Source: an optimization exercise on an open RTL-to-GDS flow (aim: small area). Production flows keep margins and buffers that such runs may drop.
At most, simulation tests tie the RTL to the original design; equivalence was not proved.
The clock port is modelled as an ideal driver; clocking choices that lean on that would not hold on a real chip.
Power figures rest on the tool's default switching activity, not on a simulated workload.

Design mfe_led7seg_74hc595_controller_wrapper, start of the top module:
module mfe_led7seg_74hc595_controller_wrapper (
    clk,
    rst,
    dat,
    vld,
    sclk,
    rclk,
    dio
    );
input           clk;
input           rst;
input  [63 : 0] dat;
input           vld;
output          sclk;
output          rclk;
output          dio;
wire [63 : 0] dat_reg;
mfe_led7seg_74hc595_store #(.W(64)) store (
    .clk  (clk),
    .ld   (vld & ~rst),
    .hd   (~vld & ~rst),
    .d    (dat),
    .q    (dat_reg)
    );
mfe_led7seg_74hc595_controller led7seg_74hc595_ctrl (
    .clk  (clk),
    .rst  (rst),
    .dat  (dat_reg),
    .sclk (sclk),
    .rclk (rclk),
    .dio  (dio)
    );
endmodule
For scale: about 90 flip-flops, ~70 I/O pins, roughly 3500 um2 of cells after synthesis.
export LEC_CHECK = 0
export CAP_MARGIN = 20
export CORE_MARGIN = 2
export CORE_UTILIZATION = 40
export SLEW_MARGIN = 20
export SYNTH_HIERARCHICAL = 1
create_clock -name core_clock -period 5.0 [get_ports {clk}]
standard.sh (not shown) runs the stock make flow with config.mk's settings and CLKGATE_MAP_FILE= SYNTH_SCRIPT=/design/flow/synth_recipe.tcl, a recipe that flattens the netlist after the stock synthesis.
==> flow/flow/run.sh <==
#!/bin/bash
# Standard ORFS layout, with the port buffers made from the smallest buffer
# cell, and a clock tree of a few leaf clusters without dummy loads.
set -euo pipefail
export BUFFER_PORTS_ARGS="-buffer_cell sky130_fd_sc_hd__buf_1"
export CTS_ARGS="-sink_clustering_enable -repair_clock_nets -dont_use_dummy_load -buf_list sky130_fd_sc_hd__clkbuf_8 -sink_clustering_size 30 -sink_clustering_max_diameter 200"
bash standard.sh > standard.log 2>&1
Rerun with:
--- a/flow/flow/run.sh
+++ b/flow/flow/run.sh
@@ -4,4 +4,5 @@
 set -euo pipefail
 export BUFFER_PORTS_ARGS="-buffer_cell sky130_fd_sc_hd__buf_1"
+export RECOVER_POWER=100
 export CTS_ARGS="-sink_clustering_enable -repair_clock_nets -dont_use_dummy_load -buf_list sky130_fd_sc_hd__clkbuf_8 -sink_clustering_size 30 -sink_clustering_max_diameter 200"
 bash standard.sh > standard.log 2>&1
The changed run produced a layout that fails on capacitance limit, slew limit.
Via count stays flat.
Power is about the same.
Hold slack hardly moves.
Final area shrinks by 0.68%.
Wire length shrinks by 0.61%.
Non-clock buffer count does not change.
Combinational power is about the same.
Core utilization shrinks by 0.31 points.
No run of this note included a check of the RTL's function; only the layout flow was run.

mfe_led7seg_74hc595_controller_wrapper, a different RTL version from the one above (not shown whole).
For scale: about 90 flip-flops, ~3200 um2 of cells after synthesis.
export LEC_CHECK = 0
export CAP_MARGIN = 20
export CORE_MARGIN = 2
export CORE_UTILIZATION = 40
export SLEW_MARGIN = 20
export SYNTH_HIERARCHICAL = 1
create_clock -name core_clock -period 5.0 [get_ports {clk}]
==> flow/flow/run.sh <==
#!/bin/bash
# Standard ORFS layout with three changes:
#  - the port buffers are made from the smallest buffer cell;
#  - the clock tree is built by flow/cts_tree.tcl before CTS runs (one root
#    buffer on the clock port driving five leaf buffers, each driving the
#    registers nearest to it), and CTS leaves it alone;
#  - no dummy loads on the clock tree.
set -euo pipefail
export BUFFER_PORTS_ARGS="-buffer_cell sky130_fd_sc_hd__buf_1"
export PRE_CTS_TCL="$PWD/flow/cts_tree.tcl"
export CTS_ARGS="-sink_clustering_enable -repair_clock_nets -dont_use_dummy_load -buf_list sky130_fd_sc_hd__clkbuf_8"
bash standard.sh > standard.log 2>&1
Other scripts of this flow, unchanged in this note and not shown: flow/flow/cts_tree.tcl
The first run finished with timing, DRC and antenna clean.
Next try:
Settings changed: CAP_MARGIN 20 to 5, SLEW_MARGIN 20 to 5.
The new run ran to the end with no violations.
Final cell count does not change.
Final area is unchanged.
Total power does not change.
Global-route usage does not change.
Die area is unchanged.
Utilization is unchanged.
Maximum frequency is unchanged.
Critical path depth stays the same.
Setup slack is unchanged.
Wire length stays the same.

Another version of the RTL of mfe_led7seg_74hc595_controller_wrapper (not shown whole).
For scale: ~270 cells after synthesis, ~90 flip-flops, about 70 I/O pins.
clock: 5.0 ns
lec_check: 0
cap_margin: 20
core_margin: 2
core_utilization: 40
slew_margin: 20
synth_hierarchical: 1
==> flow/flow/run.sh <==
#!/bin/bash
# Standard ORFS layout with three changes:
#  - the port buffers are made from the smallest buffer cell;
#  - the clock tree is built by flow/cts_tree.tcl before CTS runs (one root
#    buffer on the clock port driving six leaf buffers, each driving the
#    registers nearest to it), and CTS leaves it alone;
#  - no dummy loads on the clock tree.
set -euo pipefail
export BUFFER_PORTS_ARGS="-buffer_cell sky130_fd_sc_hd__buf_1"
export PRE_CTS_TCL="$PWD/flow/cts_tree.tcl"
export CTS_ARGS="-sink_clustering_enable -repair_clock_nets -dont_use_dummy_load -buf_list sky130_fd_sc_hd__clkbuf_8"
bash standard.sh > standard.log 2>&1
==> flow/flow/cts_tree.tcl <==
# Clock tree made by hand, run before clock_tree_synthesis (PRE_CTS_TCL).
# The registers are split into groups by position (k-means on their
# locations, with a cap on group size); each group is driven by a leaf clock
# buffer placed at its centre, and the leaves are driven by one root buffer
# on the clock port. TritonCTS is then told to leave these nets alone.
proc mfe_clock_tree { nleaf leaf_cell root_cell } {
  set block [ord::get_db_block]
  set db [ord::get_db]
  set clk_net [$block findNet clk]
  set sinks {}
  foreach it [$clk_net getITerms] {
    set inst [$it getInst]
    if { [[$inst getMaster] isSequential] } {
      set box [$inst getBBox]
      set x [expr {([$box xMin] + [$box xMax]) / 2}]
      set y [expr {([$box yMin] + [$box yMax]) / 2}]
      lappend sinks [list $x $y $it]
    }
  }
  set n [llength $sinks]
  # initial centres: spread along a snake over the bounding box
  set sorted [lsort -integer -index 0 $sinks]
  set cx {}
  set cy {}
  for {set g 0} {$g < $nleaf} {incr g} {
    set s [lindex $sorted [expr {int(($g + 0.5) * $n / $nleaf)}]]
    lappend cx [lindex $s 0]
    lappend cy [lindex $s 1]
  }
  set cap [expr {int(ceil(double($n) / $nleaf)) + 1}]
  for {set iter 0} {$iter < 40} {incr iter} {
    set pairs {}
    set i 0
    foreach s $sinks {
      for {set g 0} {$g < $nleaf} {incr g} {
        set dx [expr {[lindex $s 0] - [lindex $cx $g]}]
        set dy [expr {[lindex $s 1] - [lindex $cy $g]}]
        lappend pairs [list [expr {$dx * $dx + $dy * $dy}] $i $g]
      }
      incr i
    }
    set pairs [lsort -integer -index 0 $pairs]
    set assign [lrepeat $n -1]
    set count [lrepeat $nleaf 0]
    foreach p $pairs {
      lassign $p d i g
      if { [lindex $assign $i] >= 0 || [lindex $count $g] >= $cap } { continue }
      lset assign $i $g
      lset count $g [expr {[lindex $count $g] + 1}]
    }
    set sx [lrepeat $nleaf 0]
    set sy [lrepeat $nleaf 0]
    set i 0
    foreach s $sinks {
      set g [lindex $assign $i]
      lset sx $g [expr {[lindex $sx $g] + [lindex $s 0]}]
      lset sy $g [expr {[lindex $sy $g] + [lindex $s 1]}]
      incr i
    }
    for {set g 0} {$g < $nleaf} {incr g} {
      set c [lindex $count $g]
      if { $c > 0 } {
        lset cx $g [expr {[lindex $sx $g] / $c}]
        lset cy $g [expr {[lindex $sy $g] / $c}]
      }
    }
  }
  # root buffer on the clock port, at the centre of the leaves
  set root_net [odb::dbNet_create $block "clknet_mfe_root"]
  $root_net setSigType CLOCK
  set root [odb::dbInst_create $block [$db findMaster $root_cell] "clkbuf_mfe_root"]
  [$root findITerm A] connect $clk_net
  [$root findITerm X] connect $root_net
  set rx 0
  set ry 0
  set nets [list clk clknet_mfe_root]
  for {set g 0} {$g < $nleaf} {incr g} {
    set net [odb::dbNet_create $block "clknet_mfe_$g"]
    $net setSigType CLOCK
    lappend nets "clknet_mfe_$g"
    set buf [odb::dbInst_create $block [$db findMaster $leaf_cell] "clkbuf_mfe_$g"]
    [$buf findITerm A] connect $root_net
    [$buf findITerm X] connect $net
    set i 0
    foreach s $sinks {
      if { [lindex $assign $i] == $g } {
        set it [lindex $s 2]
        $it disconnect
        $it connect $net
      }
      incr i
    }
    $buf setLocation [lindex $cx $g] [lindex $cy $g]
    $buf setPlacementStatus PLACED
    incr rx [lindex $cx $g]
    incr ry [lindex $cy $g]
    puts "clkbuf_mfe_$g drives [lindex $count $g] registers"
  }
  $root setLocation [expr {$rx / $nleaf}] [expr {$ry / $nleaf}]
  $root setPlacementStatus PLACED
  set_cts_config -skip_nets $nets
}

# Six leaf buffers of about 15 registers each, under one small root buffer
mfe_clock_tree 6 sky130_fd_sc_hd__clkbuf_8 sky130_fd_sc_hd__clkbuf_2
set_propagated_clock [all_clocks]
Next try:
--- a/flow/flow/cts_tree.tcl
+++ b/flow/flow/cts_tree.tcl
@@ -102,5 +102,5 @@
 }
 
-# Six leaf buffers of about 15 registers each, under one small root buffer
-mfe_clock_tree 6 sky130_fd_sc_hd__clkbuf_8 sky130_fd_sc_hd__clkbuf_2
+# Five leaf buffers of about 18 registers each, under one small root buffer
+mfe_clock_tree 5 sky130_fd_sc_hd__clkbuf_8 sky130_fd_sc_hd__clkbuf_2
 set_propagated_clock [all_clocks]
The changed run produced a clean layout.
Routed wire length rises by 0.36%.
Power falls by 1.8%.
Worst setup slack gains 7.5 ps.
Design area falls by 0.37%.
Sequential power stays flat.
Via count rises by 0.68%.
Hold slack gains 3.3 ps.
Maximum frequency is about the same.
Clock skew stays flat.
Die area is unchanged.
Cell count stays flat.
Next try:
--- a/flow/flow/run.sh
+++ b/flow/flow/run.sh
@@ -3,5 +3,5 @@
 #  - the port buffers are made from the smallest buffer cell;
 #  - the clock tree is built by flow/cts_tree.tcl before CTS runs (one root
-#    buffer on the clock port driving six leaf buffers, each driving the
+#    buffer on the clock port driving five leaf buffers, each driving the
 #    registers nearest to it), and CTS leaves it alone;
 #  - no dummy loads on the clock tree.
Die area stays the same.
Maximum frequency stays the same.
Register-to-register slack barely changes.

mfe_led7seg_74hc595_controller_wrapper, a different RTL version from the one above (not shown whole).
For scale: about 330 cells after synthesis, about 90 flip-flops, ~70 I/O pins.
Design mfe_led7seg_74hc595_controller_wrapper, start of the top module:
module mfe_led7seg_74hc595_controller_wrapper (
    clk,
    rst,
    dat,
    vld,
    sclk,
    rclk,
    dio
    );
clock: 5.0 ns
lec_check: 0
cap_margin: 20
core_margin: 2
core_utilization: 40
slew_margin: 20
synth_hierarchical: 1
==> flow/flow/run.sh <==
#!/bin/bash
# Standard ORFS layout, with the port buffers made from the smallest buffer
# cell, and a clock tree of a few leaf clusters without dummy loads.
set -euo pipefail
export BUFFER_PORTS_ARGS="-buffer_cell sky130_fd_sc_hd__buf_1"
export CTS_ARGS="-sink_clustering_enable -repair_clock_nets -dont_use_dummy_load -buf_list sky130_fd_sc_hd__clkbuf_16 -sink_clustering_size 50 -sink_clustering_max_diameter 200"
bash standard.sh > standard.log 2>&1
The baseline went through all stages and came out clean.
Next try:
==> flow/flow/run.sh (replaced) <==
#!/bin/bash
# Standard ORFS layout, with the port buffers made from the smallest buffer
# cell instead of the one buffer_ports picks by default.
set -euo pipefail
export BUFFER_PORTS_ARGS="-buffer_cell sky130_fd_sc_hd__buf_1"
bash standard.sh > standard.log 2>&1
The changed run ran to the end with no violations.
Critical path depth is unchanged.
Worst setup slack is worse by 0.045 ns.
Utilization is unchanged.
Total power is about the same.
Wire length went up by 0.73%.
Non-clock buffer count does not change.
Count of clock-buffer cells in the layout stays the same.
Fmax decreases by 1.6%.
Design area stays the same.
Next try:
--- a/flow/flow/run.sh
+++ b/flow/flow/run.sh
@@ -3 +3 @@
-# cell instead of the one buffer_ports picks by default.
+# cell, and a clock tree of a few leaf clusters without dummy loads.
@@ -5,0 +6 @@
+export CTS_ARGS="-sink_clustering_enable -repair_clock_nets -dont_use_dummy_load -buf_list sky130_fd_sc_hd__clkbuf_8 -sink_clustering_size 30 -sink_clustering_max_diameter 200"
The changed run completed with no timing, DRC or antenna violations.
Design area fell by 2.5%.
Routed wire length fell by 1.3%.
Core utilization fell by 1.1 points.
Total power fell by 12%.
Count of clock-buffer cells in the layout does not change.
Worst hold slack stays flat.
Sequential cell count is unchanged.
No functional check of the RTL was part of any run of this note.

==> what the ideal ports hide <==
No port has a modelled driver above. Below, the same layouts with a new extraction and two added sets of constraints.
Step 1 sets driving cells, clkbuf_16 on the clock port and buf_2 on the other inputs (assumed; they add their load-dependent delay and slew).
Step 2 also shifts input and output timing later by t, the mid clock arrival at the registers, as if the neighbouring blocks saw the same clock.
Three values: ideal ports, drivers, drivers and shift; two values: the first two.
run	shift t [ns]	setup WS [ns]	worst hold slack (ns)	worst setup path after step 2	cell pins on the clock port's net
the first run of note 1	0.376	1.817 / 1.785 / 2.050	0.476 / 0.476 / 0.476	input to register	1
the second run of note 1	0.377	1.323 / 1.335 / 0.959	0.474 / 0.474 / 0.474	input to register	1
the first run of note 2	0.511	1.935 / 1.906 / 2.290	0.471 / 0.471 / 0.471	input to register	1
the second run of note 2	0.511	1.935 / 1.906 / 2.290	0.471 / 0.471 / 0.471	input to register	1
the first run of note 3	0.520	1.723 / 1.693 / 2.214	0.453 / 0.453 / 0.453	register to output	1
the second run of note 3	0.510	1.731 / 1.700 / 2.210	0.456 / 0.456 / 0.456	register to output	1
the third run of note 3	0.510	1.731 / 1.700 / 2.210	0.456 / 0.456 / 0.456	register to output	1
the first run of note 4	0.364	2.233 / 2.195 / 2.409	0.473 / 0.473 / 0.473	input to register	1
the second run of note 4	0.383	2.188 / 2.156 / 2.416	0.477 / 0.477 / 0.477	input to register	1
the third run of note 4	0.374	2.215 / 2.183 / 2.425	0.477 / 0.477 / 0.477	input to register	1
The setup slack of the second run of note 1, which loses most, moves by +0.012 ns with the drivers and by -0.364 ns with both steps.
